Context: an optimization exercise on an open-source flow, tuned for a short achievable clock period and few clock cycles per item. The choices shown serve that exercise and are no tape-out recipe. The RTL was checked by simulation tests, not by an equivalence proof against the original design. Power figures rest on the tool's default switching activity, not on a simulated workload.

Setup of yarrow:
==> flow/design.v (excerpt) <==
module divider_top (
  input  wire        clk,
  input  wire        rst,
  input  wire        start,
  input  wire [31:0] dividend,
  input  wire [31:0] divisor,
  output wire        ready,
  output reg         done,
  output wire [31:0] quotient
);
Settings: LEC_CHECK=0, CAP_MARGIN=20, CORE_MARGIN=2, CORE_UTILIZATION=40, CTS_BUF_LIST=sky130_fd_sc_hd__clkbuf_8 sky130_fd_sc_hd__clkbuf_16, SLEW_MARGIN=20; clock period 170.0 ns.
run.sh (not shown) runs the stock make flow with config.mk's settings and CLKGATE_MAP_FILE= SYNTH_SCRIPT=/design/flow/synth_recipe.tcl, a recipe that flattens the netlist after the stock synthesis.
Nothing crashed in yarrow and all stages finished; the problem is that the final layout failed, the offending checks being max-capacitance violations, max-slew violations.
Testbench counts of yarrow, summed over its fixed seeds: cycles 1,600, items 1,600.
## Diff of input files: quartz against yarrow
# yarrow
export LEC_CHECK = 0
export CAP_MARGIN = 20
export CORE_MARGIN = 2
export CORE_UTILIZATION = 40
export CTS_BUF_LIST = sky130_fd_sc_hd__clkbuf_8 sky130_fd_sc_hd__clkbuf_16
export SLEW_MARGIN = 20
create_clock -name core_clock -period 170.0 [get_ports {clk}]
# quartz
export LEC_CHECK = 0
export CAP_MARGIN = 40
export CORE_MARGIN = 2
export CORE_UTILIZATION = 35
export CTS_BUF_LIST = sky130_fd_sc_hd__clkbuf_8 sky130_fd_sc_hd__clkbuf_16
export SLEW_MARGIN = 40
create_clock -name core_clock -period 170.0 [get_ports {clk}]
==> comparison <==
quartz did not stop at any stage, and its layout met the timing, design-rule and antenna checks. Clock-buffer cell count down 0.96% in quartz wrt yarrow. quartz has internal power contribution below what yarrow had. The final reports for quartz and yarrow show met2 routing resource usage after global routing lower in the former. Overall power of quartz falls short of that of yarrow slightly. Cell area after technology mapping came out exactly the same in yarrow and quartz.
Modified inputs, lagoon compared to quartz
# quartz
export LEC_CHECK = 0
export CAP_MARGIN = 40
export CORE_MARGIN = 2
export CORE_UTILIZATION = 35
export CTS_BUF_LIST = sky130_fd_sc_hd__clkbuf_8 sky130_fd_sc_hd__clkbuf_16
export SLEW_MARGIN = 40
create_clock -name core_clock -period 170.0 [get_ports {clk}]
# lagoon
export LEC_CHECK = 0
export CAP_MARGIN = 20
export CORE_MARGIN = 2
export CORE_UTILIZATION = 45
export CTS_BUF_LIST = sky130_fd_sc_hd__clkbuf_8 sky130_fd_sc_hd__clkbuf_16
export SLEW_MARGIN = 20
create_clock -name core_clock -period 170.0 [get_ports {clk}]
==> flow/flow/run.sh (new file) <==
#!/bin/bash
# Standard ORFS layout with two changes to how hard it optimises timing; the SDC,
# the clock period and the synthesis are unchanged:
#  - a setup-slack margin (flow/margin.txt, ns), so that repair_timing keeps
#    improving the critical path well past the loose clock period;
#  - the port buffers are buf_4 cells instead of the default delay-buffer
#    cell that the footprint-matched resizer never swaps out.
set -euo pipefail
MARGIN=$(cat "$(dirname "$0")/margin.txt")
bash standard.sh SETUP_SLACK_MARGIN=$MARGIN \
  "BUFFER_PORTS_ARGS=-buffer_cell sky130_fd_sc_hd__buf_4" finish > standard.log 2>&1
==> flow/flow/margin.txt (new file) <==
128
==> flow/standard.sh (new file) <==
#!/bin/bash
# synth_recipe.tcl (not shown) runs the flow's synth.tcl, then flattens the netlist and writes it again
# the make line also repeats each setting of config.mk as NAME=value (left out here)
make -C /OpenROAD-flow-scripts/flow DESIGN_CONFIG=/design/flow/config.mk WORK_HOME=/design/flow/orfs CLKGATE_MAP_FILE= SYNTH_SCRIPT=/design/flow/synth_recipe.tcl "${@:-finish}"
removed: flow/run.sh
Results
- lagoon was carried through to the last stage, and its layout satisfied the timing, design-rule and antenna checks.
- The run showing the smaller tightest hold margin is lagoon.
- Final period utilization in lagoon vs quartz: down 2.8 points
- Delta (lagoon minus quartz): synthesis-to-layout area growth went up by 8.1 points, core utilization increased by 15 points relative to the old numbers.
> inputs changed (lagoon -> pepper)
# lagoon
export LEC_CHECK = 0
export CAP_MARGIN = 20
export CORE_MARGIN = 2
export CORE_UTILIZATION = 45
export CTS_BUF_LIST = sky130_fd_sc_hd__clkbuf_8 sky130_fd_sc_hd__clkbuf_16
export SLEW_MARGIN = 20
create_clock -name core_clock -period 170.0 [get_ports {clk}]
# pepper
export LEC_CHECK = 0
export CAP_MARGIN = 20
export CORE_MARGIN = 2
export CORE_UTILIZATION = 35
export CTS_BUF_LIST = sky130_fd_sc_hd__clkbuf_8 sky130_fd_sc_hd__clkbuf_16
export SLEW_MARGIN = 20
create_clock -name core_clock -period 170.0 [get_ports {clk}]
## What came out
- Critical path depth is lower on lagoon
- The higher number of tap cells inserted came out of pepper.
- Diff lagoon -> pepper | length of routed wiring on met1 | down slightly
- pepper: relative contribution of the clock network to total power 0.3 points above lagoon
- Of lagoon and pepper, the higher met1 usage belongs to lagoon.
- Compared with lagoon, pepper shows a lower post-placement worst setup slack.
- Diff pepper..lagoon | fraction of the cycle the final worst path needs | negligible
- The clock buffer and inverter area fraction after layout of lagoon and that of pepper are within noise of each other.

==> what the ideal ports hide <==
How much do the figures lean on ideal ports? The routed layouts below were timed once more, with nothing changed but the port constraints.
Step 1, drivers: a clkbuf_16 drives clk and a buf_2 each remaining input, both assumed.
Step 2, shift: input delay + t, output delay - t, t = (earliest + latest rising clock arrival at the registers) / 2. This alone moves slack from input paths to output paths.
Slacks: ideal ports / drivers / drivers and shift; pairs: ideal ports / drivers.
run | t (ns) | setup slack, ns | slew at the worst register clock pin (ns) | pins driven straight from the clock port
yarrow | 0.968 | 116.434 / 116.436 / 115.558 | 0.07 / 0.07 | 1
quartz | 1.020 | 117.190 / 117.079 / 116.548 | 0.09 / 0.09 | 1
lagoon | 0.958 | 121.968 / 121.836 / 121.104 | 0.08 / 0.08 | 1
pepper | 1.007 | 122.030 / 122.008 / 121.075 | 0.09 / 0.09 | 1
For pepper, which loses most, drivers alone change the setup slack by -0.022 ns; drivers and shift together by -0.955 ns.
